Background: an optimization exercise with open tools, aiming at small area, a short achievable clock period and few clock cycles. Do not read the settings as production practice.
At most, simulation tests tie the RTL to the original design; equivalence was not proved.
Function not checked in run 8: the RTL went through the layout flow alone.
No activity file was given, so power comes from the tool's default toggle rates.

<file path="flow/config.mk">
export PLATFORM = sky130hd
export DESIGN_NAME = registers
export DESIGN_NICKNAME = registers
export VERILOG_FILES = /design/flow/design.v
export SDC_FILE = /design/flow/constraint.sdc
export NUM_CORES = 4
export LEC_CHECK = 0
export CAP_MARGIN = 20
export CORE_AREA = 10 10 150 150
export CTS_BUF_LIST = sky130_fd_sc_hd__clkbuf_8
export CTS_CLUSTER_SIZE = 40
export DIE_AREA = 0 0 160 160
export PLACE_DENSITY = 0.5
export SETUP_SLACK_MARGIN = 2.3
export SLEW_MARGIN = 20
</file>
<file path="flow/constraint.sdc">
create_clock -name core_clock -period 4.0 [get_ports {axi_clk}]
set_input_delay 0.8000 -clock core_clock [delete_from_list [all_inputs] [get_ports {axi_clk}]]
set_output_delay 0.8000 -clock core_clock [all_outputs]
set_load 0.01 [all_outputs]
</file>
<file path="flow/design.v">
module registers (
	input				axi_clk,
	input		[11:0]	h2f_axi_awid,
	input		[29:0]	h2f_axi_awaddr,
	input				h2f_axi_awvalid,
	output	reg			h2f_axi_awready,
	input		[31:0]	h2f_axi_wdata,
	input		[3:0]	h2f_axi_wstrb,
	input				h2f_axi_wlast,
	input				h2f_axi_wvalid,
	output	reg			h2f_axi_wready,
	output		[11:0]	h2f_axi_bid,
	output		[1:0]	h2f_axi_bresp,
	output	reg			h2f_axi_bvalid,
	input				h2f_axi_bready,
	input		[11:0]	h2f_axi_arid,
	input		[29:0]	h2f_axi_araddr,
	input		[3:0]	h2f_axi_arlen,
	input				h2f_axi_arvalid,
	output	reg			h2f_axi_arready,
	output		[11:0]	h2f_axi_rid,
	output	reg	[31:0]	h2f_axi_rdata,
	output		[1:0]	h2f_axi_rresp,
	output	reg			h2f_axi_rlast,
	output	reg			h2f_axi_rvalid,
	input				h2f_axi_rready,
	input		[31:0]	reg_fpga_rev,
	input				reg_sw1_4,
	input				reg_sw1_3,
	input				reg_sw1_2,
	input				reg_sw1_1,
	output	reg			reg_jp3_4,
	output	reg			reg_jp3_3,
	output	reg			reg_jp3_2,
	output	reg			reg_jp3_1,
	output	reg			reg_led_8,
	output	reg			reg_led_7,
	output	reg			reg_led_6,
	input				reg_led_5,
	output	reg	[20:1]	reg_jp5,
	output	reg	[6:1]	reg_jp4_rxn,
	output	reg	[6:1]	reg_jp4_rxp,
	output	reg	[6:1]	reg_jp4_txn,
	output	reg	[6:1]	reg_jp4_txp,
	input				axi_rst
);
	assign h2f_axi_bresp = 2'b00;
	assign h2f_axi_rresp = 2'b00;
	reg		[11:0]	oid;
	assign h2f_axi_bid = oid;
	assign h2f_axi_rid = oid;
	reg				dir;		 
	reg				wact;		 
	reg				wfirst;		 
	reg				wbuf;		 
	reg				wapply;		 
	reg				bpend;		 
	reg				eng;		 
	reg				eng_new;	 
	reg		[4:0]	addr;		 
	reg		[3:0]	aux;		 
	reg		[11:0]	xid;		 
	reg		[3:0]	esel;		 
	wire aw_hs = h2f_axi_awvalid & h2f_axi_awready;
	wire w_hs  = h2f_axi_wvalid  & h2f_axi_wready;
	wire ar_hs = h2f_axi_arvalid & h2f_axi_arready;
	wire hs_id = aw_hs | ar_hs;
	wire [11:0] id_in = dir ? h2f_axi_arid : h2f_axi_awid;
	wire [3:0] hstb = {h2f_axi_rdata[31], h2f_axi_rdata[30], h2f_axi_rdata[23], h2f_axi_rdata[22]};
	wire [31:0] wcap = {h2f_axi_wstrb[3], h2f_axi_wstrb[2], h2f_axi_wdata[29:24],
	                    h2f_axi_wstrb[1], h2f_axi_wstrb[0], h2f_axi_wdata[21:0]};
	wire wk     = w_hs & (wact | aw_hs);		 
	wire lone_w = w_hs & ~wact & ~aw_hs;		 
	wire hb     = wbuf & aw_hs;					 
	wire bgen   = (wk & h2f_axi_wlast) | (hb & aux[0]);
	wire ob_free = ~h2f_axi_bvalid | h2f_axi_bready;
	wire wact_n   = (wact | aw_hs) & ~bgen;
	wire wfirst_n = aw_hs ? ~(w_hs | wbuf) : (wfirst & ~w_hs);
	wire wbuf_n   = (wbuf & ~aw_hs) | lone_w;
	wire wapply_n = wk | hb;
	wire bpend_n  = (bpend | bgen) & ~ob_free;
	wire bvalid_n = bgen | bpend | (h2f_axi_bvalid & ~h2f_axi_bready);
	wire out_free = ~h2f_axi_rvalid | h2f_axi_rready;
	wire rload    = (ar_hs | eng) & out_free;		 
	wire [3:0] rrem = eng ? aux : h2f_axi_arlen;
	wire [4:0] rsel = eng ? addr : h2f_axi_araddr[6:2];
	wire [4:0] ra = h2f_axi_araddr[6:2];
	wire [3:0] adec = {ra == 5'd3, ra == 5'd2, ra == 5'd1, ra == 5'd0};
	wire [3:0] sel = eng ? esel : adec;
	wire [4:0] rnext = rsel + 5'd1;
	wire rfirst   = ar_hs | eng_new;
	wire eng_n    = rload ? (rrem != 4'd0) : (eng | ar_hs);
	wire eng_new_n = ~rload & (eng_new | ar_hs);
	wire rvalid_n = rload | (h2f_axi_rvalid & ~h2f_axi_rready);
	wire [31:0] w1 = {12'b0, reg_sw1_4, reg_sw1_3, reg_sw1_2, reg_sw1_1, 4'b0,
	                  reg_jp3_4, reg_jp3_3, reg_jp3_2, reg_jp3_1, 4'b0,
	                  reg_led_8, reg_led_7, reg_led_6, reg_led_5};
	wire [31:0] w2 = {12'b0, reg_jp5};
	wire [31:0] w3 = {2'b0, reg_jp4_rxn, 2'b0, reg_jp4_rxp, 2'b0, reg_jp4_txn, 2'b0, reg_jp4_txp};
	wire [31:0] word = ({32{sel[0]}} & reg_fpga_rev) | ({32{sel[1]}} & w1) |
	                   ({32{sel[2]}} & w2) | ({32{sel[3]}} & w3);
	wire wbusy_n = wact_n | wbuf_n | bpend_n | bvalid_n | wapply_n;
	wire rbusy_n = rvalid_n | eng_n;
	wire wbusy   = wact | wbuf | bpend | h2f_axi_bvalid | wapply;
	wire rbusy   = h2f_axi_rvalid | eng;
	wire dir_n   = wbusy_n ? 1'b0 :
	               rbusy_n ? 1'b1 :
	               wbusy   ? 1'b1 :
	               rbusy   ? 1'b0 :
	               dir     ? ~(h2f_axi_awvalid | h2f_axi_wvalid) :
	                         h2f_axi_arvalid;
	wire widle_n = ~wact_n & ~bpend_n & ~rbusy_n & ~dir_n;
	always @(posedge axi_clk) begin
		if (axi_rst) begin
			dir             <= 1'b0;
			wact            <= 1'b0;
			wfirst          <= 1'b0;
			wbuf            <= 1'b0;
			wapply          <= 1'b0;
			bpend           <= 1'b0;
			eng             <= 1'b0;
			eng_new         <= 1'b0;
			h2f_axi_bvalid  <= 1'b0;
			h2f_axi_rvalid  <= 1'b0;
			h2f_axi_awready <= 1'b0;
			h2f_axi_wready  <= 1'b0;
			h2f_axi_arready <= 1'b0;
		end else begin
			dir             <= dir_n;
			wact            <= wact_n;
			wfirst          <= wfirst_n;
			wbuf            <= wbuf_n;
			wapply          <= wapply_n;
			bpend           <= bpend_n;
			eng             <= eng_n;
			eng_new         <= eng_new_n;
			h2f_axi_bvalid  <= bvalid_n;
			h2f_axi_rvalid  <= rvalid_n;
			h2f_axi_awready <= widle_n;
			h2f_axi_wready  <= wact_n | (widle_n & ~wbuf_n);
			h2f_axi_arready <= ~eng_n & ~wbusy_n & dir_n;
		end
	end
	always @(posedge axi_clk) begin
		if (aw_hs)
			addr <= h2f_axi_awaddr[6:2];
		else if (w_hs & ~wfirst & wact)
			addr <= addr + 5'd1;
		else if (rload)
			addr <= rnext;
		else if (ar_hs)
			addr <= h2f_axi_araddr[6:2];
		if (rload)
			esel <= {rnext == 5'd3, rnext == 5'd2, rnext == 5'd1, rnext == 5'd0};
		else if (ar_hs)
			esel <= adec;
		if (lone_w)
			aux[0] <= h2f_axi_wlast;
		else if (dir)
			aux <= rload ? rrem - 4'd1 : rrem;
		if (hs_id)
			xid <= id_in;
		if ((bgen | bpend) & ob_free | rload & rfirst)
			oid <= hs_id ? id_in : xid;
		if (rload) begin
			h2f_axi_rdata <= word;
			h2f_axi_rlast <= (rrem == 4'd0);
		end else if (w_hs)
			h2f_axi_rdata <= wcap;
	end
	wire wr1 = wapply & (addr == 5'd1);
	wire wr2 = wapply & (addr == 5'd2);
	wire wr3 = wapply & (addr == 5'd3);
	wire [31:0] wd1 = h2f_axi_rdata | {32{axi_rst}};		 
	wire [11:8] wd0 = h2f_axi_rdata[11:8] & {4{~axi_rst}};	 
	always @(posedge axi_clk) begin
		if (wr1 & hstb[1] | axi_rst) {reg_jp3_4, reg_jp3_3, reg_jp3_2, reg_jp3_1} <= wd0[11:8];
		if (wr1 & hstb[0] | axi_rst) {reg_led_8, reg_led_7, reg_led_6} <= wd1[3:1];
		if (wr2 & hstb[2] | axi_rst) reg_jp5[20:17] <= wd1[19:16];
		if (wr2 & hstb[1] | axi_rst) reg_jp5[16:9]  <= wd1[15:8];
		if (wr2 & hstb[0] | axi_rst) reg_jp5[8:1]   <= wd1[7:0];
		if (wr3 & hstb[3] | axi_rst) reg_jp4_rxn <= wd1[29:24];
		if (wr3 & hstb[2] | axi_rst) reg_jp4_rxp <= wd1[21:16];
		if (wr3 & hstb[1] | axi_rst) reg_jp4_txn <= wd1[13:8];
		if (wr3 & hstb[0] | axi_rst) reg_jp4_txp <= wd1[5:0];
	end
endmodule
</file>
<file path="flow/flow/run.sh">
#!/bin/bash
set -euo pipefail
bash standard.sh 'BUFFER_PORTS_ARGS=-buffer_cell sky130_fd_sc_hd__buf_1' finish > make.log 2>&1
</file>
<file path="flow/standard.sh">
#!/bin/bash
# synth_recipe.tcl (not shown) runs the flow's synth.tcl, then flattens the netlist and writes it again
# the make line also repeats each setting of config.mk as NAME=value (left out here)
make -C /OpenROAD-flow-scripts/flow DESIGN_CONFIG=/design/flow/config.mk WORK_HOME=/design/flow/orfs CLKGATE_MAP_FILE= SYNTH_SCRIPT=/design/flow/synth_recipe.tcl "${@:-finish}"
</file>
==> metrics.yaml, run 1 <==
synth_top_family_by_area: "simple AND/OR/NAND/NOR gates"
p_clk_share_pct: 19.0
gp_congestion: 0.804
synth_top_area_share_pct: 49.5
critical_path_buf_inv_count: 3
required_ps: 4200
syn_to_final_growth_pct: 51.6
via_count: 6230
grt_max_degree: 42
finalNetCount: 1110
async_reset_ff_share_pct: 0
fin_skew_ps: 18.6
whs_ps: 445
p_leak_uw: 0.00398
cts_tree: "yes"
timing.rr.start: "eng$_SDFF_PP0_"
die_w_um: 160
power_switching_uw: 2180
synthXorXnorAreaFrac_pct: 1.06
utilization_pct: 51.7
cts_buffer_depth: 2
post_dp_cell_area_mm2: 0.00778
synth_fa_ha_area_share_pct: 1.70
antenna_found_initial: 0
h-tree-depth: 4
combPwrFrac_pct: 42.0
synth_top_cells_by_count: "109 x edfxtp_1, 64 x nand2_1, 62 x nor2_1"
drive_gt1_share_pct: 44.7
fin_ws_ps: 1860
cp_cell_sequence: "buf_12 > nor2b_4 > a21oi_4 > inv_2 > ha_4 > and4_1 > o21a_1 > o32ai_2 > a211oi_2 > buf_4 > a32o_1"
cts_made_buffers: 17
n_antenna_cell: 0
yosysTopAreaCell: "edfxtp_1"
irDropWorstVdd_mv: 0.227
routed_wl_mm: 25.1
synth_area_per_cell_um2: 11.0
power_density_mw_per_mm2: 593
yosys.cell_types.count: 58
syn_area_mm2: 0.00661
arrival_ps: 2340
ant_nets: 0
synthMuxAreaShare_pct: 2.44
dieArea_mm2: 0.0256
setup_viol: 0
io_buffers: 227
hp-start: "xid[7]$_DFF_P_"
design_area_mm2: 0.0100
cp_top_family: "compound AO/OA/AOI/OAI gates"
max_cap_violations: 0
dp_slack_ps: 940
drt-initial-drc-count: 534
p_seq_share_pct: 38.9
switching_share_pct: 36.7
grt_pass1_vias: 6223
fin_tns_setup_ps: 0
synth_warnings: 1
max_freq_mhz: 468
fin_crit_sh_pct: 53.5
worst-slew-pin-transition_ps: 846
cp-start-kind: "input pin"
hold_viol_final: 0
firstDrtPassIters: 5
worstSkewPairLatency_ps: 450
rsz0062_at_grt: "true"
synth-main-ff-cell: "edfxtp_1"
synth_edf_count: 109
clock_sinks: 134
hp-class: "register to register"
io_pins: 286
synth_area_leaders: "edfxtp_1 49%, dfxtp_1 7.6%, nand2_1 3.6%, nor2_1 3.5%, a21oi_1 3.0%"
seq_area_frac_synth_pct: 57.1
grt_pass1_wl_mm: 34.9
synth_most_common_cell: "edfxtp_1"
critPathSlowestCell: "a32o_1"
chipHeight_um: 160
synth_compound_area_share_pct: 15.8
internal_power_uw: 3760
cts-root-buf: "clkbuf_8"
start_util_pct: 34.1
slew_headroom_pct: 43.6
design.core.area_mm2: 0.0194
num_rows: 51
yosys.area_share.simple_pct: 16.5
max_stage_delay_ps: 200
ys_seq_elements: 134
drc: 0
worstSetupEndpointType: "register"
cp_max_fo: 5
drt-wirelength-per-cell_um: 20.8
path_class: "input pin to register"
crit_start: "h2f_axi_araddr[2]"
syn_inst: 599
cts_hold_buf: 0
vias_per_cell: 5.15
dp_hpwl_mm: 15.6
drv_slew: 0
path_clk_slew_ps: 80
grt-ovfl-total: 0
fin_crit_ps: 2140
grtUsageTotal_pct: 17.4
outcome: "finished clean"
-- final cells by class --
class | count | area (µm²)
Clock buffer | 17 | 234
Sequential cell | 134 | 3790
Inverter | 7 | 33.8
Fill cell | 1790 | 9380
Clock inverter | 15 | 155
Timing Repair Buffer | 362 | 2370
Multi-Input combinational cell | 410 | 3110
Tap cell | 265 | 332
-- per-stage QoR --
stage	total power, µW	cells
2_1_floorplan	3500	602
3_3_place_gp	3970	1043
3_5_place_dp	4010	1043
4_1_cts	5560	1146
5_1_grt	6260	1210
6_report	5940	1210
-- power groups by stage --
stage          logic, µW  clock network (µW)  registers, µW
6_report            2500                1130           2310
5_1_grt             2700                1220           2350
4_1_cts             2110                1160           2290
3_5_place_dp        1630                   0           2370
3_3_place_gp        1600                   0           2370
2_1_floorplan       1200                   0           2300
-- worst register-to-register path, cell delays in order, from the launching register on --
cell and delay, ps:
dfxtp_4 380, buf_6 130, a21oi_4 160, inv_2 70, ha_4 190, and4_1 150
o21a_1 180, o32ai_2 110, a211oi_2 110, buf_4 160, a32o_1 200
-- registers in the layout, indices dropped and copies added (netlist names), 4 cells and up --
signal,cells
reg_jp4_rxp,6
addr,5
reg_jp4_rxn,6
xid,12
aux,4
h2f_axi_rdata,32
oid,12
reg_jp4_txn,6
esel,4
reg_jp4_txp,6
reg_jp5,20
-- cells in the final DEF, fill, tap and decap left out, drive strengths merged, types with 8 or more instances in the layout --
master and instances:
nor2 63, inv 12, nand2 64, dfxtp 25, ha 9, clkbuf 106
o21ai 30, edfxtp 109, a21o 12, a221oi 12, nand3 12, nor2b 11
mux2i 15, and2 8, a22o 18, buf 272, a21oi 40, nor3 9
or2 29, a222oi 16
-- worst paths after layout --
check / to / slack, ps / depth (start not counted)
worst min-delay path: xid[7]$_DFF_P_ / 440 / 2
worst max-delay path: esel[3]$_DFFE_PP_ / 1860 / 11
worst max register to register: esel[3]$_DFFE_PP_ / 1930 / 10
worst min register to register: xid[7]$_DFF_P_ / 440 / 2
-- layer usage --
layer  wire (µm)  vias up  GRT usage [%]
met5           0        -              0
met4         504        0           5.34
met3        1850       39           5.32
met2       12400      287           29.2
met1       10400     3025           21.1
li1            -     2879              -
-- cell families (layout without fill, tap and decap cells) --
kind of cell             count (synthesis)  in the layout
buffers and inverters                   64            401
adder cells (fa/ha/maj)                  9              9
flip-flops                             134            134
AO/OA/AOI/OAI                          148            153
AND/OR/NAND/NOR                        219            220
other                                    1              4
multiplexers                            16             16
XOR/XNOR                                 8              8
-- what timing repair did --
item / in CTS / in global routing
resized for setup: 91 / 180
endpoints found under the setup margin: 295 / 188
buffers inserted: 68 / 57
pin swaps: 14 / 44
gates cloned: 3 / 7
Testbench counts, summed over its fixed seeds: cycles 12,061.
==> run 2: changes to the inputs <==
--- a/flow/config.mk
+++ b/flow/config.mk
@@ -6,4 +6,5 @@
 export NUM_CORES = 4
 export LEC_CHECK = 0
+export ABC_AREA = 1
 export CAP_MARGIN = 20
 export CORE_AREA = 10 10 150 150
@@ -12,4 +13,4 @@
 export DIE_AREA = 0 0 160 160
 export PLACE_DENSITY = 0.5
-export SETUP_SLACK_MARGIN = 2.3
+export SETUP_SLACK_MARGIN = 2.0
 export SLEW_MARGIN = 20
==> metrics.yaml, run 2 <==
outcome: "finished clean"
fin_tns_setup_ps: 0
whs_ps: 492
synth-main-ff-cell: "edfxtp_1"
synth_top_cells_by_count: "127 x nand2_1, 109 x edfxtp_1, 106 x nand3_1"
vias_per_cell: 4.76
yosys.cell_types.count: 30
cts_buffer_depth: 2
syn_to_final_growth_pct: 24.5
path_clk_slew_ps: 90
routed_wl_mm: 21.7
cp_cell_sequence: "buf_1 > inv_1 > o21ai_4 > ha_1 > nand3_1 > nand2_1 > nand3_1 > a21oi_1 > nor2_1"
fin_ws_ps: 2100
ys_seq_elements: 134
hp-class: "register to register"
worst-slew-pin-transition_ps: 765
hold_viol_final: 0
cp_max_fo: 6
start_util_pct: 33.2
drv_slew: 0
finalNetCount: 1074
chipHeight_um: 160
worstSetupEndpointType: "register"
critical_path_buf_inv_count: 2
num_rows: 51
die_w_um: 160
io_buffers: 227
ant_nets: 0
dp_hpwl_mm: 15.9
rsz0062_at_grt: "true"
drive_gt1_share_pct: 11.4
fillers: 2020
antenna_found_initial: 0
mostFrequentLayoutCells: "225 x buf_1, 120 x nand2_1, 109 x edfxtp_1"
max_stage_delay_ps: 250
synth_top_area_share_pct: 50.8
syn_inst: 686
grt_pass1_vias: 5595
cp_top_family: "compound AO/OA/AOI/OAI gates"
design.core.area_mm2: 0.0194
setup_viol: 0
slew_headroom_pct: 48.9
largestRegisters: "h2f_axi_rdata x32, reg_jp5 x20"
synth_area_per_cell_um2: 9.40
fin_crit_sh_pct: 47.5
irDropWorstVdd_mv: 0.258
cts_tree: "yes"
required_ps: 4200
grt_pass1_wl_mm: 32.7
power_density_mw_per_mm2: 672
io_pins: 286
dieArea_mm2: 0.0256
max_freq_mhz: 526
grt_max_degree: 39
cts_made_buffers: 17
cts-root-buf: "clkbuf_8"
async_reset_ff_share_pct: 0
synth_warnings: 1
synth_edf_count: 109
power_uw: 5390
clock_sinks: 134
layout_commonest_cell: "buf_1"
p_leak_uw: 0.00296
fin_skew_ps: 19.4
drt-wirelength-per-cell_um: 18.4
yosysTopAreaCell: "edfxtp_1"
max_cap_violations: 0
largest_reg_flops: 32
worstSkewPairLatency_ps: 440
synth_area_leaders: "edfxtp_1 51%, nand3_1 8.2%, dfxtp_1 7.8%, nand2_1 7.4%, nor2_1 5.3%"
drt-initial-drc-count: 351
synth_most_common_cell: "nand2_1"
grtUsageTotal_pct: 16.3
arrival_ps: 2100
h-tree-depth: 4
cp-start-kind: "input pin"
firstDrtPassIters: 5
dp_slack_ps: 1020
gp_congestion: 0.840
syn_area_mm2: 0.00645
seq_area_frac_synth_pct: 58.5
grt-ovfl-total: 0
top_register: "h2f_axi_rdata"
drc: 0
n_antenna_cell: 0
path_class: "input pin to register"
critPathSlowestCell: "ha_1"
fin_crit_ps: 1900
cp_common_cell: "nand3_1"
via_count: 5585
[run 2: changes by cell type after synthesis, sizes merged, moves of 15 or more]
cell    change
a222oi     -16
inv        +34
nor2       +30
nand2      +65
a31oi      +24
a21oi      -27
a22o       -16
mux2i      -15
nand3      +94
[run 2: path summary, 6_finish.rpt]
kind	startpoint	end	slack, ps	depth (start not counted)
worst min-delay path	xid[6]$_DFF_P_	xid[6]$_DFF_P_	490	2
worst max-delay path	h2f_axi_araddr[2]	addr[4]$_DFFE_PP_	2100	9
worst min register to register	xid[6]$_DFF_P_	xid[6]$_DFF_P_	490	2
worst max register to register	addr[0]$_DFFE_PP_	reg_jp4_txp[3]$_DFFE_PP_	2140	3
[run 2: metrics by stage]
step	instance area [µm²]	cells	util, %
floorplan	6480	689	-
global placement	7440	1138	38.3
detailed placement	7440	1138	38.3
CTS	7930	1170	40.9
global route	8020	1174	41.4
finish	8020	1174	41.4
[run 2: kinds of logic (layout without fill, tap and decap cells)]
| logic type | after synthesis | in the layout | synth area share [%] |
|---|---|---|---|
| other | 1 | 4 | 0.0582 |
| and+or+nand+nor | 377 | 377 | 26.2 |
| buffers and inverters | 91 | 310 | 6.75 |
| AOI/OAI and AO/OA | 69 | 70 | 6.02 |
| adders and majority gates | 9 | 9 | 1.75 |
| DFF | 134 | 134 | 58.5 |
| xor gates and xnor gates | 5 | 5 | 0.679 |
[run 2: timing repair]
item / CTS / global route
buffers inserted: 0 / 3
gates resized for setup: 22 / 15
hold buffers: 0 / 0
pin swaps: 0 / 1
setup endpoints to repair: 129 / 87
gates cloned: 0 / 1
[run 2: layout make-up]
| class | count | area [µm²] | area share, % |
|---|---|---|---|
| clock buffer | 17 | 234 | 2.92 |
| clock inverter | 15 | 201 | 2.51 |
| inverter | 41 | 161 | 2.01 |
| multi-input combinational | 465 | 2360 | 29.5 |
| sequential | 134 | 3780 | 47.1 |
| tap | 265 | 332 | 4.13 |
| timing repair buffer | 237 | 955 | 11.9 |
[run 2: report_power, final]
part / internal [µW] / switching (µW)
sequential: 2080 / 233
combinational: 566 / 1260
clock: 685 / 565
[run 2: routing by layer]
layer	wire length (µm)	vias up	share of wire (%)	GRT usage (%)
met2	10100	208	47	26.0
li1	-	2745	-	-
met3	1410	10	6.5	4.68
met1	9920	2622	46	21.2
met4	204	0	0.94	3.88
met5	0	-	0	0
[run 2: worst reg2reg max path, delay by kind of cell (launching register included)]
family / cells / cell delay, ps
AOI/OAI and AO/OA: 1 / 470
adders and majority gates: 1 / 270
DFF: 1 / 470
and+or+nand+nor: 1 / 310
==> run 3: changes to the inputs <==
--- a/flow/config.mk
+++ b/flow/config.mk
@@ -6,5 +6,4 @@
 export NUM_CORES = 4
 export LEC_CHECK = 0
-export ABC_AREA = 1
 export CAP_MARGIN = 20
 export CORE_AREA = 10 10 150 150
==> metrics.yaml, run 3 <==
cp.depth: 10
seq_area_frac_synth_pct: 57.1
clock_sinks: 134
path_class: "input pin to register"
chipHeight_um: 160
synth_area_leaders: "edfxtp_1 49%, dfxtp_1 7.6%, nand2_1 3.6%, nor2_1 3.5%, a21oi_1 3.0%"
rsz0062_at_grt: "true"
grt_pass1_wl_mm: 33.7
antenna_found_initial: 0
cts-root-buf: "clkbuf_8"
design_area_mm2: 0.00850
dp_hpwl_mm: 15.8
start_util_pct: 34.1
critical_path_buf_inv_count: 2
synth_warnings: 1
post_dp_cell_area_mm2: 0.00769
synth_area_per_cell_um2: 11.0
drt-wirelength-per-cell_um: 20.1
synth-main-ff-cell: "edfxtp_1"
syn_to_final_growth_pct: 28.6
design.core.area_mm2: 0.0194
required_ps: 4200
grt_max_degree: 41
dieArea_mm2: 0.0256
synth_most_common_cell: "edfxtp_1"
synth_top_area_share_pct: 49.5
power_density_mw_per_mm2: 603
critPathSlowestCell: "a32o_1"
drive_gt1_share_pct: 18.2
cp_top_family: "compound AO/OA/AOI/OAI gates"
syn_inst: 599
whs_ps: 463
drt-initial-drc-count: 490
hold_viol_final: 0
path_clk_slew_ps: 80
worstSetupEndpointType: "register"
io_pins: 286
grt.met2_usage_pct: 28.5
yosysTopAreaCell: "edfxtp_1"
grt_pass1_vias: 5929
gp_congestion: 0.800
cp_max_fo: 4
globalRouteMet3Util_pct: 4.11
mostFrequentLayoutCells: "221 x buf_1, 109 x edfxtp_1, 62 x nand2_1"
num_rows: 51
async_reset_ff_share_pct: 0
p_leak_uw: 0.00294
ant_nets: 0
rr_worst_depth: 4
max_stage_delay_ps: 230
hp-class: "register to register"
outcome: "finished clean"
drv_slew: 0
cp-endpoint: "esel[3]$_DFFE_PP_"
largest_reg_flops: 32
drc: 0
irDropWorstVdd_mv: 0.234
yosys.cell_types.count: 58
fin_tns_setup_ps: 0
whs_path_depth: 2
cts_made_buffers: 17
die_w_um: 160
via_count: 5599
fin_skew_ps: 18.6
setup_viol: 0
fin_ws_ps: 1930
grt_use_met1_pct: 20.0
cts_tree: "yes"
top_register: "h2f_axi_rdata"
routed_wl_mm: 22.2
finalNetCount: 1004
synth_edf_count: 109
layout_commonest_cell: "buf_1"
ys_seq_elements: 134
slew_headroom_pct: 49.1
rrSetupSlack_ps: 1980
n_antenna_cell: 0
fin_crit_sh_pct: 51.7
timing.rr.start: "addr[2]$_DFFE_PP_"
largestRegisters: "h2f_axi_rdata x32, reg_jp5 x20"
r2r-end: "reg_jp4_rxp[1]$_DFFE_PP_"
fin_crit_ps: 2070
max_freq_mhz: 484
syn_area_mm2: 0.00661
grtUsageTotal_pct: 16.6
vias_per_cell: 5.07
firstDrtPassIters: 6
arrival_ps: 2270
cp-start-kind: "input pin"
dp_slack_ps: 753
cts_buffer_depth: 2
grt-ovfl-total: 0
synth_top_cells_by_count: "109 x edfxtp_1, 64 x nand2_1, 62 x nor2_1"
busiest_layer: "met2"
worstSkewPairLatency_ps: 450
utilization_pct: 43.8
h-tree-depth: 4
cp_cell_sequence: "buf_12 > nor2b_4 > a21oi_4 > inv_2 > ha_4 > and4_1 > o21a_1 > o32ai_4 > a211oi_4 > a32o_1"
worst-slew-pin-transition_ps: 764
crit_start: "h2f_axi_araddr[2]"
max_cap_violations: 0
io_buffers: 227
[run 3: changes by cell type after synthesis, moves of 8 or more]
cell      change
nand3_1      -94
nand2_1      -63
inv_1        -30
nor2_1       -29
a21oi_1      +26
a31oi_1      -24
a222oi_1     +16
a22o_1       +16
mux2i_1      +15
a221oi_1     +12
nor2b_1      +11
a21o_1        +9
nand4_1       -8
[run 3: worst min path at each step]
| stage | start | to | slack (ps) |
|---|---|---|---|
| final | xid[4]$_DFF_P_ | xid[4]$_DFF_P_ | 460 |
| after global routing | xid[8]$_DFF_P_ | xid[8]$_DFF_P_ | 510 |
| after CTS | xid[4]$_DFF_P_ | xid[4]$_DFF_P_ | 470 |
| after detailed placement | xid[4]$_DFF_P_ | xid[4]$_DFF_P_ | 450 |
| after global placement | xid[3]$_DFF_P_ | xid[3]$_DFF_P_ | 440 |
| after floorplan | xid[0]$_DFF_P_ | xid[0]$_DFF_P_ | 430 |
[run 3: through the flow]
stage                     instances  power [µW]
after floorplan                 602        3370
after global placement         1045        3890
after detailed placement       1045        3940
after CTS                      1092        5110
after global routing           1104        5460
final                          1104        5130
[run 3: power breakdown]
part	switching (µW)	internal, µW
Combinational	1070	665
Sequential	296	2020
Clock	582	495
[run 3: routing by layer]
metal	vias up	part of all wire, %
met4	0	1.8
met1	2700	42
met2	228	50
met3	21	5.8
met5	-	0
li1	2650	-
[run 3: cell type report]
| class | count | area [µm²] |
|---|---|---|
| timing repair buffer | 262 | 1230 |
| sequential | 134 | 3780 |
| fill | 1956 | 10900 |
| inverter | 7 | 33.8 |
| multi-input combinational | 404 | 2760 |
| clock buffer | 17 | 234 |
| clock inverter | 15 | 131 |
| tap | 265 | 332 |
[run 3: logic make-up after synthesis]
group           share of synthesized area, %
flops                                   57.1
other cells                           0.0567
xor+xnor                                1.06
compound gates                          15.8
simple gates                            16.5
buf+inv                                 5.43
mux                                     2.44
fa+ha+maj                               1.70
[run 3: what timing repair did]
item,4_1_cts,5_1_grt
cloned,0,1
hold endpoints to repair,0,0
gates resized for setup,33,24
endpoints found under the setup margin,147,62
pin swaps,9,6
setup buffers,15,11
hold buffers,0,0
[run 3: tightest hold or removal path, delay by kind of cell, from the launching register on]
family           cells  cell delay [ps]
flip-flops           1              310
AND/OR/NAND/NOR      1               40
AO/OA/AOI/OAI        1               80
==> run 4: changes to the inputs <==
--- a/flow/design.v
+++ b/flow/design.v
@@ -88,5 +88,6 @@
 	wire [3:0] adec = {ra == 5'd3, ra == 5'd2, ra == 5'd1, ra == 5'd0};
 	wire [3:0] sel = eng ? esel : adec;
-	wire [4:0] rnext = rsel + 5'd1;
+	wire [4:0] addr1 = addr + 5'd1;
+	wire [4:0] rnext = eng ? addr1 : ra + 5'd1;
 	wire rfirst   = ar_hs | eng_new;
 	wire eng_n    = rload ? (rrem != 4'd0) : (eng | ar_hs);
@@ -146,5 +147,5 @@
 			addr <= h2f_axi_awaddr[6:2];
 		else if (w_hs & ~wfirst & wact)
-			addr <= addr + 5'd1;
+			addr <= addr1;
 		else if (rload)
 			addr <= rnext;
@@ -152,5 +153,5 @@
 			addr <= h2f_axi_araddr[6:2];
 		if (rload)
-			esel <= {rnext == 5'd3, rnext == 5'd2, rnext == 5'd1, rnext == 5'd0};
+			esel <= {sel[2:0], rsel == 5'd31};
 		else if (ar_hs)
 			esel <= adec;
--- a/flow/config.mk
+++ b/flow/config.mk
@@ -6,4 +6,5 @@
 export NUM_CORES = 4
 export LEC_CHECK = 0
+export ABC_AREA = 1
 export CAP_MARGIN = 20
 export CORE_AREA = 10 10 150 150
@@ -12,4 +13,5 @@
 export DIE_AREA = 0 0 160 160
 export PLACE_DENSITY = 0.5
-export SETUP_SLACK_MARGIN = 2.0
+export SETUP_SLACK_MARGIN = 2.2
 export SLEW_MARGIN = 20
+export TNS_END_PERCENT = 20
==> metrics.yaml, run 4 <==
outcome: "finished clean"
cts-root-buf: "clkbuf_8"
synth_edf_count: 109
cp_cell_sequence: "buf_1"
design.core.area_mm2: 0.0194
dp_hpwl_mm: 14.9
cp-start-kind: "register"
yosys.cell_types.count: 35
synth_top_cells_by_count: "170 x nand2_1, 109 x edfxtp_1, 77 x nor2_1"
grt-ovfl-total: 0
largestRegisters: "h2f_axi_rdata x32, reg_jp5 x20"
utilization_pct: 41.4
cts_tree: "yes"
async_reset_ff_share_pct: 0
grt_pass1_wl_mm: 30.9
top_register: "h2f_axi_rdata"
dp_slack_ps: 1400
globalRouteMet3Util_pct: 5.24
required_ps: 3200
h-tree-depth: 4
num_rows: 51
gp_congestion: 0.805
path_clk_slew_ps: 70
grtUsageTotal_pct: 15.4
synth-main-ff-cell: "edfxtp_1"
worstSkewPairLatency_ps: 440
drt-initial-drc-count: 292
chipHeight_um: 160
synth_warnings: 1
max_stage_delay_ps: 440
cp_max_fo: 2
irDropWorstVdd_mv: 0.271
firstDrtPassIters: 4
max_cap_violations: 0
fin_crit_ps: 1830
power_density_mw_per_mm2: 647
mostFrequentLayoutCells: "223 x buf_1, 163 x nand2_1, 109 x edfxtp_1"
fin_ws_ps: 2170
via_count: 5303
p_leak_uw: 0.00298
grt_pass1_vias: 5395
rrSetupSlack_ps: 2200
hp-class: "register to register"
n_antenna_cell: 0
critPathSlowestCell: "edfxtp_1"
setup_viol: 0
largest_reg_flops: 32
syn_to_final_growth_pct: 25.6
max_freq_mhz: 545
worstSetupEndpointType: "output pin"
io_buffers: 227
syn_inst: 667
rsz0062_at_grt: "true"
critical_path_buf_inv_count: 1
grt.met2_usage_pct: 25.5
antenna_found_initial: 0
finalNetCount: 1062
drv_slew: 0
hold_viol_final: 0
grt_use_met1_pct: 18.7
clock_sinks: 134
slew_headroom_pct: 51.8
fin_crit_sh_pct: 45.8
cts_made_buffers: 17
instances_no_fill: 1163
layout_commonest_cell: "buf_1"
synth_top_area_share_pct: 51.2
ant_nets: 0
r2r-end: "aux[2]$_DFFE_PP_"
cts_buffer_depth: 2
fin_skew_ps: 13.9
drt-wirelength-per-cell_um: 17.5
routed_wl_mm: 20.4
vias_per_cell: 4.56
syn_area_mm2: 0.00639
dieArea_mm2: 0.0256
whs_path_depth: 2
hp-start: "xid[7]$_DFF_P_"
synth_area_per_cell_um2: 9.58
timing.rr.start: "dir$_SDFF_PP0_"
synth_most_common_cell: "nand2_1"
min_to: "xid[7]$_DFF_P_"
fin_tns_setup_ps: 0
rr_worst_depth: 2
whs_ps: 484
start_util_pct: 32.9
ys_seq_elements: 134
drc: 0
path_class: "register to output pin"
dp_cells: 1123
yosysTopAreaCell: "edfxtp_1"
die_w_um: 160
worst-slew-pin-transition_ps: 722
crit_start: "h2f_axi_rdata[8]$_DFFE_PP_"
arrival_ps: 1030
seq_area_frac_synth_pct: 59.0
busiest_layer: "met2"
io_pins: 286
grt_max_degree: 39
cp_top_family: "flip-flops"
drive_gt1_share_pct: 12.4
synth_area_leaders: "edfxtp_1 51%, nand2_1 10%, dfxtp_1 7.8%, nand3_1 6.0%, nor2_1 4.5%"
-- run 4: cell types whose count changed after synthesis, moves of 9 or more --
| cell | previous run | this run |
|---|---|---|
| a221oi_1 | 12 | 0 |
| a22o_1 | 16 | 4 |
| nand3_1 | 12 | 76 |
| a21o_1 | 9 | 0 |
| a222oi_1 | 16 | 0 |
| a31oi_1 | 2 | 15 |
| nand2_1 | 64 | 170 |
| nor2b_1 | 11 | 0 |
| mux2i_1 | 15 | 0 |
| a21oi_1 | 39 | 9 |
| nor2_1 | 62 | 77 |
| inv_1 | 7 | 35 |
-- run 4: worst max-delay path by stage --
stage / end / slack [ps] / cells past startpoint
floorplan: oid[0]$_DFFE_PP_ / 2140 / 6
global placement: h2f_axi_rdata[22]$_DFFE_PP_ / 1400 / 8
detailed placement: h2f_axi_rdata[31]$_DFFE_PP_ / 1400 / 8
CTS: reg_jp4_txp[3]$_DFFE_PP_ / 2040 / 3
global route: h2f_axi_rdata[3]$_DFFE_PP_ / 2070 / 11
finish: h2f_axi_rdata[8] / 2170 / 1
-- run 4: power breakdown --
| group | internal [µW] | switching, µW |
|---|---|---|
| clock network | 666 | 538 |
| logic | 548 | 1150 |
| registers | 2060 | 232 |
| total | 3280 | 1920 |
-- run 4: per-stage QoR --
stage / total power [µW] / area [µm²]
floorplan: 3390 / 6470
CTS: 5230 / 7930
global placement: 3940 / 7390
finish: 5190 / 8030
global route: 5540 / 8030
detailed placement: 3950 / 7390
-- run 4: routing by layer --
layer	routed length, µm	vias up	share of wire, %
li1	-	2663	-
met1	8850	2463	43
met2	9920	167	49
met3	1420	10	7.0
met4	183	0	0.90
met5	0	-	0
-- run 4: cell type report --
| class | count | area (µm²) |
|---|---|---|
| multi-input cells | 454 | 2330 |
| clock inverters | 12 | 150 |
| well taps | 265 | 332 |
| inverters | 39 | 156 |
| clock buffers | 20 | 275 |
| repair buffers | 239 | 998 |
| flip-flops and latches | 134 | 3780 |
| fillers | 2040 | 11400 |
-- run 4: timing repair --
action | in CTS | in global routing
buffers inserted | 4 | 3
gates cloned | 1 | 0
gates resized for setup | 24 | 16
hold buffers | 0 | 0
pin swaps | 3 | 3
endpoints found under the hold margin | 0 | 0
endpoints found under the setup margin | 246 | 236
-- run 4: cell families after synthesis --
| kind of cell | after synthesis | synth area share, % |
|---|---|---|
| and+or+nand+nor | 374 | 25.6 |
| DFF | 134 | 59.0 |
| buffers and inverters | 83 | 6.93 |
| AOI/OAI and AO/OA | 59 | 5.66 |
| xor gates and xnor gates | 8 | 1.10 |
| adders and majority gates | 8 | 1.57 |
| other | 1 | 0.0587 |
Testbench counts of run 4, summed over its fixed seeds: cycles 12,061.
==> run 5: changes to the inputs <==
--- a/flow/config.mk
+++ b/flow/config.mk
@@ -13,5 +13,4 @@
 export DIE_AREA = 0 0 160 160
 export PLACE_DENSITY = 0.5
-export SETUP_SLACK_MARGIN = 2.2
+export SETUP_SLACK_MARGIN = 2.0
 export SLEW_MARGIN = 20
-export TNS_END_PERCENT = 20
==> metrics.yaml, run 5 <==
outcome: "finished clean"
top_register: "h2f_axi_rdata"
grt_max_degree: 39
yosys.cell_types.count: 35
irDropWorstVdd_mv: 0.231
synth_most_common_cell: "nand2_1"
io_buffers: 227
via_count: 5309
cts_buffer_depth: 2
grt_pass1_vias: 5590
drt-initial-drc-count: 319
syn_to_final_growth_pct: 22.2
power_density_mw_per_mm2: 629
grt_pass1_wl_mm: 31.1
drive_gt1_share_pct: 10.6
finalNetCount: 1060
min_to: "xid[10]$_DFF_P_"
hp-class: "register to register"
start_util_pct: 32.9
drv_slew: 0
fin_skew_ps: 11.1
setup_viol: 0
rr_worst_depth: 3
worst-slew-pin-transition_ps: 774
path_clk_slew_ps: 80
cts_tree: "yes"
num_rows: 51
arrival_ps: 2180
synth_warnings: 1
critPathSlowestCell: "buf_8"
cts_made_buffers: 17
drt-wirelength-per-cell_um: 17.3
clock_sinks: 134
required_ps: 4280
r2r-end: "reg_jp4_rxp[5]$_DFFE_PP_"
firstDrtPassIters: 5
n_antenna_cell: 0
fin_tns_setup_ps: 0
p_leak_uw: 0.00289
synth_area_leaders: "edfxtp_1 51%, nand2_1 10%, dfxtp_1 7.8%, nand3_1 6.0%, nor2_1 4.5%"
whs_path_depth: 2
max_freq_mhz: 528
power_uw: 4910
largest_reg_flops: 32
rrSetupSlack_ps: 2110
synth_edf_count: 109
dp_cells: 1124
hold_viol_final: 0
chipHeight_um: 160
met1Wirelength_mm: 8.85
grtUsageTotal_pct: 15.4
largestRegisters: "h2f_axi_rdata x32, reg_jp5 x20"
hp-start: "xid[10]$_DFF_P_"
met2_length_mm: 9.48
timing.rr.start: "addr[2]$_DFFE_PP_"
die_w_um: 160
wl_met3_mm: 1.49
highest_layer: "met4"
vias_per_cell: 4.57
gp_congestion: 0.793
synth_top_area_share_pct: 51.2
max_cap_violations: 0
post_dp_cell_area_mm2: 0.00736
synth_top_cells_by_count: "170 x nand2_1, 109 x edfxtp_1, 77 x nor2_1"
io_pins: 286
cp_cell_sequence: "buf_1 > nand2_1 > nand2_1 > nand2_2 > buf_8 > nor2_1 > a21oi_1 > nor2_1 > o21ai_0"
h-tree-depth: 4
seq_area_frac_synth_pct: 59.0
antenna_found_initial: 0
max_stage_delay_ps: 290
fillers: 2093
fin_crit_ps: 1890
grt-ovfl-total: 0
worstSkewPairLatency_ps: 440
design.core.area_mm2: 0.0194
mostFrequentLayoutCells: "225 x buf_1, 168 x nand2_1, 109 x edfxtp_1"
ant_nets: 0
cts_hold_buf: 0
async_reset_ff_share_pct: 0
utilization_pct: 40.3
routed_wl_mm: 20.0
design_area_mm2: 0.00781
drc: 0
ys_seq_elements: 134
worstSetupEndpointType: "register"
rsz0062_at_grt: "true"
synth-main-ff-cell: "edfxtp_1"
layout_commonest_cell: "buf_1"
dp_hpwl_mm: 14.9
crit_start: "h2f_axi_arvalid"
slew_headroom_pct: 48.3
fin_crit_sh_pct: 47.3
instances_no_fill: 1161
syn_inst: 667
cp-start-kind: "input pin"
syn_area_mm2: 0.00639
yosysTopAreaCell: "edfxtp_1"
dieArea_mm2: 0.0256
synth_area_per_cell_um2: 9.58
cp_max_fo: 37
cts-root-buf: "clkbuf_8"
path_class: "input pin to register"
## run 5: cell count changes in the layout (fill, tap and decap cells not counted), sizes merged
cell,previous run,this run
buf,238,236
bufinv,3,0
clkbuf,21,19
clkinv,4,9
clkinvlp,2,3
o21ai,23,22
## run 5: worst max path at each step
| stage | endpoint | slack, ps | depth (start not counted) |
|---|---|---|---|
| detailed placement | h2f_axi_rdata[10]$_DFFE_PP_ | 1410 | 6 |
| floorplan | oid[0]$_DFFE_PP_ | 2000 | 6 |
| CTS | reg_jp5[10]$_DFFE_PP_ | 2010 | 5 |
| global route | addr[0]$_DFFE_PP_ | 1910 | 9 |
| global placement | h2f_axi_rdata[31]$_DFFE_PP_ | 1380 | 8 |
| finish | addr[0]$_DFFE_PP_ | 2110 | 9 |
## run 5: report_power, final
| group | switching [µW] | internal, µW | total [µW] |
|---|---|---|---|
| combinational | 1120 | 523 | 1640 |
| clock | 559 | 428 | 987 |
| sequential | 218 | 2060 | 2280 |
| total | 1900 | 3010 | 4910 |
## run 5: cell type report
cell class / count / area [µm²] / share of cell area [%]
clock inverters: 15 / 106 / 1.36
inverters: 39 / 156 / 2.00
flip-flops and latches: 134 / 3780 / 48.4
multi-input cells: 453 / 2240 / 28.7
clock buffers: 17 / 234 / 3.00
well taps: 265 / 332 / 4.25
repair buffers: 238 / 957 / 12.3
## run 5: timing repair
item                       CTS  global route
setup endpoints to repair  116            70
gates resized for setup     16            14
buffers inserted             2             3
gates cloned                 0             0
pin swaps                    1             0
## run 5: layer usage
layer  GRT usage, %  vias to the layer above
li1               -                     2665
met1           18.7                     2442
met2           25.0                      186
met3           5.63                       16
met4           4.55                        0
met5              0                        -
## run 5: cells by family (layout without fill, tap and decap cells)
logic type | count (synthesis) | count (layout) | synth area share [%]
compound gates | 59 | 59 | 5.66
buf+inv | 83 | 309 | 6.93
other cells | 1 | 4 | 0.0587
fa+ha+maj | 8 | 8 | 1.57
xor+xnor | 8 | 8 | 1.10
flops | 134 | 134 | 59.0
simple gates | 374 | 374 | 25.6
## run 5: worst max-delay path, delay by kind of cell
family                 cells  cell delay (ps)
AOI/OAI and AO/OA          2              350
buffers and inverters      2              400
and+or+nand+nor            5              610
## run 5: through the flow
stage,setup slack [ps],hold WS (ps)
floorplan,2000,462
global placement,1380,478
CTS,2010,487
detailed placement,1410,479
finish,2110,488
global route,1910,514
==> run 6: changes to the inputs <==
==> flow/flow/run.sh (replaced) <==
#!/bin/bash
set -euo pipefail
bash standard.sh 'BUFFER_PORTS_ARGS=-buffer_cell sky130_fd_sc_hd__buf_1' \
  'CTS_ARGS=-sink_clustering_enable -repair_clock_nets -buf_list sky130_fd_sc_hd__clkbuf_8 -sink_clustering_size 40 -dont_use_dummy_load' \
  finish > make.log 2>&1
==> metrics.yaml, run 6 <==
outcome: "finished clean"
ys_seq_elements: 134
worstSkewPairLatency_ps: 440
power_density_mw_per_mm2: 614
io_buffers: 227
grt_pass1_vias: 5571
async_reset_ff_share_pct: 0
hold_viol_final: 0
crit_start: "h2f_axi_arvalid"
drc: 0
synth_top_area_share_pct: 51.2
grtUsageTotal_pct: 15.3
rrSetupSlack_ps: 2110
cts_hold_buf: 0
r2r-end: "reg_jp4_rxp[5]$_DFFE_PP_"
max_cap_violations: 0
path_class: "input pin to register"
p_clk_share_pct: 17.0
routed_wl_mm: 19.8
clock_sinks: 134
internal_power_uw: 2950
drv_slew: 0
layout_commonest_cell: "buf_1"
dieArea_mm2: 0.0256
io_pins: 286
max_freq_mhz: 524
cts-root-buf: "clkbuf_8"
chipHeight_um: 160
yosys.cell_types.count: 35
synth_warnings: 1
synth-main-ff-cell: "edfxtp_1"
gp_congestion: 0.793
worstSetupEndpointType: "register"
post_dp_cell_area_mm2: 0.00736
cp-endpoint: "addr[0]$_DFFE_PP_"
antenna_found_initial: 0
instances_no_fill: 1143
synth_edf_count: 109
num_rows: 51
arrival_ps: 2160
multi_input_comb_area_mm2: 0.00224
rsz0062_at_grt: "true"
start_util_pct: 32.9
n_antenna_cell: 0
syn_inst: 667
dp_hpwl_mm: 14.9
cts_tree: "yes"
grt_max_degree: 39
combPwrFrac_pct: 34.5
seq_area_frac_synth_pct: 59.0
fillers: 2099
yosysTopAreaCell: "edfxtp_1"
design.core.area_mm2: 0.0194
mostFrequentLayoutCells: "223 x buf_1, 168 x nand2_1, 109 x edfxtp_1"
slew_headroom_pct: 48.3
cts_made_buffers: 17
drt-initial-drc-count: 243
design_area_mm2: 0.00769
irDropWorstVdd_mv: 0.249
h-tree-depth: 4
fin_crit_sh_pct: 47.7
via_count: 5264
worst-slew-pin-transition_ps: 774
firstDrtPassIters: 5
path_clk_slew_ps: 70
drt-wirelength-per-cell_um: 17.4
power_switching_uw: 1770
vias_per_cell: 4.61
synth_area_leaders: "edfxtp_1 51%, nand2_1 10%, dfxtp_1 7.8%, nand3_1 6.0%, nor2_1 4.5%"
cp_max_fo: 37
p_leak_uw: 0.00284
largestRegisters: "h2f_axi_rdata x32, reg_jp5 x20"
synth_area_per_cell_um2: 9.58
fin_crit_ps: 1910
die_w_um: 160
fin_skew_ps: 28.6
required_ps: 4250
drive_gt1_share_pct: 9.23
synth_top_cells_by_count: "170 x nand2_1, 109 x edfxtp_1, 77 x nor2_1"
p_seq_share_pct: 48.5
cp-start-kind: "input pin"
grt-ovfl-total: 0
largest_reg_flops: 32
switching_share_pct: 37.5
timing.rr.start: "addr[2]$_DFFE_PP_"
finalNetCount: 1057
fin_tns_setup_ps: 0
cts_buffer_depth: 2
setup_viol: 0
syn_to_final_growth_pct: 20.4
dp_cells: 1124
grt_pass1_wl_mm: 31.0
hp-class: "register to register"
ant_nets: 0
synth_most_common_cell: "nand2_1"
top_register: "h2f_axi_rdata"
regArea_mm2: 0.00378
syn_area_mm2: 0.00639
rr_worst_depth: 3
==> run 6: cell counts after synthesis <==
Identical to the previous run, type by type.
==> run 6: worst min path at each step <==
stage,start,slack [ps],cells after the start,to
2_1_floorplan,xid[0]$_DFF_P_,460,2,xid[0]$_DFF_P_
3_3_place_gp,xid[7]$_DFF_P_,480,2,xid[7]$_DFF_P_
3_5_place_dp,xid[10]$_DFF_P_,480,2,xid[10]$_DFF_P_
4_1_cts,xid[6]$_DFF_P_,490,2,xid[6]$_DFF_P_
5_1_grt,xid[1]$_DFF_P_,510,2,xid[1]$_DFF_P_
6_report,xid[7]$_DFF_P_,490,2,xid[7]$_DFF_P_
==> run 6: kinds of logic (layout without fill, tap and decap cells) <==
group	after synthesis	after routing	synth area share [%]
AOI/OAI and AO/OA	59	59	5.66
xor gates and xnor gates	8	8	1.10
adders and majority gates	8	8	1.57
buffers and inverters	83	291	6.93
DFF	134	134	59.0
other	1	4	0.0587
and+or+nand+nor	374	374	25.6
==> run 6: area by class of cell <==
type                    instances  share of cell area, %
well taps                     265                   4.31
clock buffers                  17                   3.04
multi-input cells             453                   29.2
flip-flops and latches        134                   49.1
inverters                      39                   2.13
repair buffers                235                   12.2
==> run 6: routing by layer <==
layer | track usage (%) | routed length (µm) | vias up
met3 | 5.63 | 1350 | 20
met5 | 0 | 0 | -
met2 | 25.0 | 9490 | 167
met4 | 4.26 | 269 | 0
met1 | 18.7 | 8720 | 2440
li1 | - | - | 2637
==> run 6: power groups by stage <==
| stage | Clock, µW | Combinational [µW] | Sequential [µW] |
|---|---|---|---|
| 6_report | 805 | 1630 | 2290 |
| 5_1_grt | 888 | 1870 | 2340 |
| 4_1_cts | 837 | 1640 | 2290 |
| 3_5_place_dp | 0 | 1600 | 2320 |
| 3_3_place_gp | 0 | 1600 | 2320 |
| 2_1_floorplan | 0 | 1010 | 2360 |
==> run 6: critical path: stages <==
cell and delay, ps:
buf_1 120, nand2_1 190, nand2_1 110, nand2_2 170
buf_12 260, nor2_1 100, a21oi_1 180, nor2_1 60
o21ai_0 170
==> run 6: through the flow <==
step | setup WS [ps] | total power [µW] | util [%] | hold WS, ps
detailed placement | 1410 | 3920 | 37.9 | 479
global placement | 1380 | 3910 | 37.9 | 478
global route | 1900 | 5100 | 39.7 | 511
CTS | 2000 | 4770 | 39.5 | 486
finish | 2090 | 4720 | 39.7 | 486
floorplan | 2000 | 3360 | - | 462
==> run 6: what timing repair did <==
item                       4_1_cts  5_1_grt
pin swaps                        1        0
setup endpoints to repair      116       75
buffers inserted                 2        0
hold endpoints to repair         0        0
resized for setup               16       19
==> run 7: changes to the inputs <==
--- a/flow/config.mk
+++ b/flow/config.mk
@@ -13,4 +13,5 @@
 export DIE_AREA = 0 0 160 160
 export PLACE_DENSITY = 0.5
-export SETUP_SLACK_MARGIN = 2.0
+export SETUP_SLACK_MARGIN = 2.2
 export SLEW_MARGIN = 20
+export TNS_END_PERCENT = 20
==> metrics.yaml, run 7 <==
drive_gt1_share_pct: 11.0
cts_buffer_depth: 2
syn_to_final_growth_pct: 22.5
fin_crit_sh_pct: 45.6
routed_wl_mm: 20.3
drt-wirelength-per-cell_um: 17.7
path_class: "register to output pin"
finalNetCount: 1062
worst-slew-pin-transition_ps: 716
yosysTopAreaCell: "edfxtp_1"
rsz0062_at_grt: "true"
cp-start-kind: "register"
max_freq_mhz: 548
seq_area_frac_synth_pct: 59.0
vias_per_cell: 4.61
syn_inst: 667
clock_sinks: 134
dp_hpwl_mm: 14.9
synth_top_area_share_pct: 51.2
setup_viol: 0
grt-ovfl-total: 0
ant_nets: 0
drv_slew: 0
num_rows: 51
h-tree-depth: 4
cp_max_fo: 2
irDropWorstVdd_mv: 0.269
top_register: "h2f_axi_rdata"
synth-main-ff-cell: "edfxtp_1"
power_density_mw_per_mm2: 614
async_reset_ff_share_pct: 0
p_clk_share_pct: 17.1
worstSetupEndpointType: "output pin"
firstDrtPassIters: 4
max_cap_violations: 0
mostFrequentLayoutCells: "223 x buf_1, 163 x nand2_1, 109 x edfxtp_1"
critical_path_buf_inv_count: 1
slew_headroom_pct: 52.2
min_to: "xid[7]$_DFF_P_"
max_stage_delay_ps: 430
synth_top_cells_by_count: "170 x nand2_1, 109 x edfxtp_1, 77 x nor2_1"
dp_cells: 1123
via_count: 5287
fin_ws_ps: 2180
start_util_pct: 32.9
r2r-end: "reg_led_7$_DFFE_PP_"
grt_pass1_vias: 5373
ys_seq_elements: 134
outcome: "finished clean"
post_dp_cell_area_mm2: 0.00739
fin_crit_ps: 1820
cts_made_buffers: 17
combPwrFrac_pct: 35.2
cts-root-buf: "clkbuf_8"
hp-class: "register to register"
io_pins: 286
instances_no_fill: 1148
power_switching_uw: 1820
utilization_pct: 40.4
io_buffers: 227
hold_viol_final: 0
grtUsageTotal_pct: 15.3
chipHeight_um: 160
critPathSlowestCell: "edfxtp_1"
synth_area_leaders: "edfxtp_1 51%, nand2_1 10%, dfxtp_1 7.8%, nand3_1 6.0%, nor2_1 4.5%"
arrival_ps: 1020
internal_power_uw: 2990
yosys.cell_types.count: 35
dp_slack_ps: 1400
worstSkewPairLatency_ps: 440
antenna_found_initial: 0
gp_congestion: 0.805
path_clk_slew_ps: 70
grt_pass1_wl_mm: 30.8
synth_warnings: 1
cp_top_family: "flip-flops"
p_leak_uw: 0.00289
design_area_mm2: 0.00783
synth_most_common_cell: "nand2_1"
fin_skew_ps: 24.8
fin_tns_setup_ps: 0
die_w_um: 160
hp-start: "xid[7]$_DFF_P_"
cp_cell_sequence: "buf_1"
p_seq_share_pct: 47.7
dieArea_mm2: 0.0256
rr_worst_depth: 3
layout_commonest_cell: "buf_1"
syn_area_mm2: 0.00639
largestRegisters: "h2f_axi_rdata x32, reg_jp5 x20"
n_antenna_cell: 0
timing.rr.start: "addr[2]$_DFFE_PP_"
rrSetupSlack_ps: 2190
cts_tree: "yes"
drt-initial-drc-count: 274
switching_share_pct: 37.9
design.core.area_mm2: 0.0194
whs_path_depth: 2
grt_max_degree: 39
largest_reg_flops: 32
required_ps: 3200
drc: 0
synth_area_per_cell_um2: 9.58
synth_edf_count: 109
-- run 7: changes by cell type in the layout (fill, tap and decap cells not counted), moves of 2 or more --
cell / before / now
buf_2: 0 / 2
buf_4: 6 / 8
o21ai_4: 1 / 4
o21ai_2: 1 / 3
nand2_2: 4 / 7
o21ai_1: 6 / 2
nand2_1: 168 / 163
clkbuf_2: 4 / 1
-- run 7: layout make-up --
class                   instances  area [µm²]
multi-input cells             454        2330
clock buffers                  17         234
fillers                      2057       11600
repair buffers                239         998
flip-flops and latches        134        3780
well taps                     265         332
inverters                      39         156
-- run 7: metal layers --
layer  global-route usage (%)  vias up  share of wire, %
met3                     5.24       18               6.2
met4                     4.01        0               1.1
met5                        0        -                 0
li1                         -     2649                 -
met1                     18.7     2462                44
met2                     25.3      158                49
-- run 7: repair_timing --
action | CTS | global route
hold endpoints to repair | 0 | 0
endpoints found under the setup margin | 243 | 223
setup buffers | 4 | 3
gates cloned | 1 | 0
gates resized for setup | 24 | 15
hold buffers | 0 | 0
pin swaps | 3 | 3
-- run 7: how the worst max path moves through the flow --
stage                                  start                     endpoint  depth (start not counted)  slack [ps]
floorplan                    h2f_axi_arvalid             oid[0]$_DFFE_PP_                          6        2140
global placement           h2f_axi_araddr[2]  h2f_axi_rdata[22]$_DFFE_PP_                          8        1400
detailed placement         h2f_axi_araddr[2]  h2f_axi_rdata[31]$_DFFE_PP_                          8        1400
CTS                        addr[1]$_DFFE_PP_     reg_jp4_txp[3]$_DFFE_PP_                          3        2050
global route               h2f_axi_araddr[3]  h2f_axi_rdata[11]$_DFFE_PP_                         10        2060
finish              reg_jp4_txp[2]$_DFFE_PP_               reg_jp4_txp[2]                          1        2180
-- run 7: metrics by stage --
stage,hold slack [ps],power [µW]
after CTS,488,4850
after global routing,514,5150
after detailed placement,474,3950
after global placement,477,3940
final,484,4810
after floorplan,462,3390
-- run 7: power by group through the flow --
stage / sequential [µW] / clock, µW / combinational, µW
floorplan: 2360 / 0 / 1030
global placement: 2320 / 0 / 1620
detailed placement: 2330 / 0 / 1620
CTS: 2300 / 849 / 1700
global route: 2340 / 902 / 1900
finish: 2300 / 821 / 1690
-- run 7: cells by family (layout without fill, tap and decap cells) --
logic type                 Yosys count  after routing  synth area share [%]
and+or+nand+nor                    374            374                  25.6
DFF                                134            134                  59.0
buffers and inverters               83            295                  6.93
AOI/OAI and AO/OA                   59             60                  5.66
adders and majority gates            8              8                  1.57
xor gates and xnor gates             8              8                  1.10
other                                1              4                0.0587
-- run 7: worst min-delay path, cell delays in order, from the launching register on --
cell and delay, ps:
dfxtp_1 300, nor2_1 90, a31oi_1 50
==> run 8: changes to the inputs <==
--- a/flow/design.v
+++ b/flow/design.v
@@ -84,10 +84,8 @@
 	wire rload    = (ar_hs | eng) & out_free;		 
 	wire [3:0] rrem = eng ? aux : h2f_axi_arlen;
-	wire [4:0] rsel = eng ? addr : h2f_axi_araddr[6:2];
 	wire [4:0] ra = h2f_axi_araddr[6:2];
 	wire [3:0] adec = {ra == 5'd3, ra == 5'd2, ra == 5'd1, ra == 5'd0};
 	wire [3:0] sel = eng ? esel : adec;
 	wire [4:0] addr1 = addr + 5'd1;
-	wire [4:0] rnext = eng ? addr1 : ra + 5'd1;
 	wire rfirst   = ar_hs | eng_new;
 	wire eng_n    = rload ? (rrem != 4'd0) : (eng | ar_hs);
@@ -148,12 +146,12 @@
 		else if (w_hs & ~wfirst & wact)
 			addr <= addr1;
+		else if (ar_hs)
+			addr <= ra;
+		else if (rload & ~eng_new)
+			addr <= addr1;
+		if (ar_hs)
+			esel <= out_free ? {adec[2:0], ra == 5'd31} : adec;
 		else if (rload)
-			addr <= rnext;
-		else if (ar_hs)
-			addr <= h2f_axi_araddr[6:2];
-		if (rload)
-			esel <= {sel[2:0], rsel == 5'd31};
-		else if (ar_hs)
-			esel <= adec;
+			esel <= {esel[2:0], eng_new ? addr == 5'd31 : addr == 5'd30};
 		if (lone_w)
 			aux[0] <= h2f_axi_wlast;
==> metrics.yaml, run 8 <==
rrSetupSlack_ps: 2150
synth_warnings: 1
max_freq_mhz: 541
irDropWorstVdd_mv: 0.215
seq_area_frac_synth_pct: 60.1
async_reset_ff_share_pct: 0
whs_path_depth: 2
synth_most_common_cell: "nand2_1"
r2r-end: "reg_jp4_txn[2]$_DFFE_PP_"
p_leak_uw: 0.00278
synth-main-ff-cell: "edfxtp_1"
slew_headroom_pct: 48.4
cts_hold_buf: 0
routed_wl_mm: 21.1
num_rows: 51
synth_edf_count: 109
dp_hpwl_mm: 15.3
largestRegisters: "h2f_axi_rdata x32, reg_jp5 x20"
worstSetupEndpointType: "register"
cp-start-kind: "register"
layout_commonest_cell: "buf_1"
synth_area_per_cell_um2: 9.81
hold_viol_final: 0
fin_crit_sh_pct: 46.2
drv_slew: 0
power_density_mw_per_mm2: 639
top_register: "h2f_axi_rdata"
worstSkewPairLatency_ps: 440
gp_congestion: 0.822
io_buffers: 227
arrival_ps: 1900
syn_to_final_growth_pct: 22.3
design.core.area_mm2: 0.0194
grt-ovfl-total: 0
n_antenna_cell: 0
grt_max_degree: 41
fin_ws_ps: 2150
worst-slew-pin-transition_ps: 773
setup_viol: 0
cts_made_buffers: 17
finalNetCount: 1020
multi_input_comb_area_mm2: 0.00225
fin_crit_ps: 1850
dieArea_mm2: 0.0256
synth_top_area_share_pct: 52.1
grt_pass1_vias: 5586
synth_area_leaders: "edfxtp_1 52%, nand2_1 8.1%, dfxtp_1 8.0%, nand3_1 7.6%, nor2_1 3.2%"
critPathSlowestCell: "o21ai_2"
dp_slack_ps: 1370
h-tree-depth: 4
utilization_pct: 39.6
firstDrtPassIters: 5
start_util_pct: 32.4
regArea_mm2: 0.00378
via_count: 5369
min_to: "xid[1]$_DFF_P_"
path_clk_slew_ps: 60
yosysTopAreaCell: "edfxtp_1"
hp-start: "xid[1]$_DFF_P_"
grt_pass1_wl_mm: 31.9
drive_gt1_share_pct: 10.4
ant_nets: 0
outcome: "finished clean"
whs_ps: 484
vias_per_cell: 4.84
clock_sinks: 134
antenna_found_initial: 0
cts_tree: "yes"
syn_inst: 640
fin_skew_ps: 28.4
cp_max_fo: 6
max_stage_delay_ps: 490
syn_area_mm2: 0.00628
cp_cell_sequence: "ha_1 > nand4_1 > o21ai_2"
io_pins: 286
required_ps: 4050
drc: 0
chipHeight_um: 160
drt-initial-drc-count: 288
rsz0062_at_grt: "true"
die_w_um: 160
hp-class: "register to register"
mostFrequentLayoutCells: "226 x buf_1, 126 x nand2_1, 109 x edfxtp_1"
path_class: "register to register"
yosys.cell_types.count: 39
cts-root-buf: "clkbuf_8"
fillers: 2011
rr_worst_depth: 3
max_cap_violations: 0
drt-wirelength-per-cell_um: 19.0
timing.rr.start: "addr[0]$_DFFE_PP_"
cts_buffer_depth: 2
grtUsageTotal_pct: 15.9
ys_seq_elements: 134
largest_reg_flops: 32
fin_tns_setup_ps: 0
synth_top_cells_by_count: "136 x nand2_1, 109 x edfxtp_1, 95 x nand3_1"
==> run 8: layout make-up <==
type                       instances  area share [%]
tap                              265            4.32
inverter                          37            1.89
timing repair buffer             233            12.2
multi-input combinational        424            29.4
clock buffer                      17            3.05
sequential                       134            49.2
==> run 8: logic make-up after synthesis <==
group | after synthesis | share of synthesized area [%]
flops | 134 | 60.1
compound gates | 67 | 6.42
simple gates | 344 | 25.1
other cells | 1 | 0.0597
buf+inv | 86 | 6.96
xor+xnor | 4 | 0.558
fa+ha+maj | 4 | 0.797
==> run 8: repair_timing <==
action                     CTS  global route
buffers inserted             1             1
gates cloned                 0             1
pin swaps                    1             3
setup endpoints to repair  209           270
gates resized for setup     20            12
==> run 8: worst max-delay path: cells and delay by family (launching register included) <==
kind,cells,cell delay (ps)
flip-flops,1,450
adder cells (fa/ha/maj),1,250
AND/OR/NAND/NOR,1,290
AO/OA/AOI/OAI,1,490
==> run 8: worst max-delay path by stage <==
stage	start	end
floorplan	h2f_axi_awvalid	oid[0]$_DFFE_PP_
global placement	h2f_axi_araddr[2]	h2f_axi_rdata[3]$_DFFE_PP_
detailed placement	h2f_axi_araddr[4]	h2f_axi_rdata[11]$_DFFE_PP_
CTS	addr[0]$_DFFE_PP_	reg_jp5[17]$_DFFE_PP_
global route	addr[0]$_DFFE_PP_	reg_jp4_txn[2]$_DFFE_PP_
finish	addr[0]$_DFFE_PP_	reg_jp4_txn[2]$_DFFE_PP_
==> run 8: layer usage <==
layer	track usage (%)	vias to the layer above	share of wire, %
li1	-	2615	-
met2	25.2	207	47
met5	0	-	0
met1	20.3	2531	44
met4	3.84	0	0.86
met3	5.68	16	7.9
==> run 8: power by group <==
part,internal (µW),switching [µW]
clock,374,449
sequential,2080,241
combinational,548,1210
==> run 8: per-stage QoR <==
step           power [µW]  instances  instance area, µm²
2_1_floorplan        3470        643                6390
6_report             4910       1110                7680
3_3_place_gp         4050       1090                7300
5_1_grt              5270       1110                7680
3_5_place_dp         4070       1090                7300
4_1_cts              4930       1108                7610

-- separate check: timing with driven ports --
How much do the figures lean on ideal ports? The routed layouts below were timed once more, with nothing changed but the port constraints.
Step 1 (the two cells are an assumption about what drives the block):
set clk [get_ports {axi_clk}]
set_driving_cell -lib_cell sky130_fd_sc_hd__clkbuf_16 $clk
set_driving_cell -lib_cell sky130_fd_sc_hd__buf_2 [delete_from_list [all_inputs] $clk]
Step 2 moves the port delays by t, midway between the first and last clock arrival at a register: inputs arrive t later, outputs are due t later. That takes back most of the time a late clock gives input paths.
Slacks: ideal ports / drivers / drivers and shift; pairs: ideal ports / drivers.
run	t (ns)	setup slack, ns	hold slack, ns	worst slew at a driven data input, ns
run 1	0.483	1.861 / 1.847 / 1.363	0.445 / 0.445 / 0.445	0.07
run 2	0.469	2.100 / 2.105 / 1.636	0.492 / 0.492 / 0.492	0.06
run 3	0.479	1.934 / 1.905 / 1.426	0.463 / 0.463 / 0.463	0.09
run 4	0.470	2.166 / 2.129 / 1.736	0.484 / 0.484 / 0.484	0.07
run 5	0.476	2.108 / 2.110 / 1.646	0.488 / 0.488 / 0.488	0.05
run 6	0.457	2.090 / 2.104 / 1.647	0.486 / 0.486 / 0.486	0.05
run 7	0.465	2.175 / 2.138 / 1.738	0.484 / 0.484 / 0.484	0.07
run 8	0.462	2.152 / 2.117 / 1.697	0.484 / 0.484 / 0.484	0.07
After both steps setup and hold are still met in every run listed. The setup slack of run 3, which loses most, moves by -0.029 ns with the drivers and by -0.508 ns with both steps.
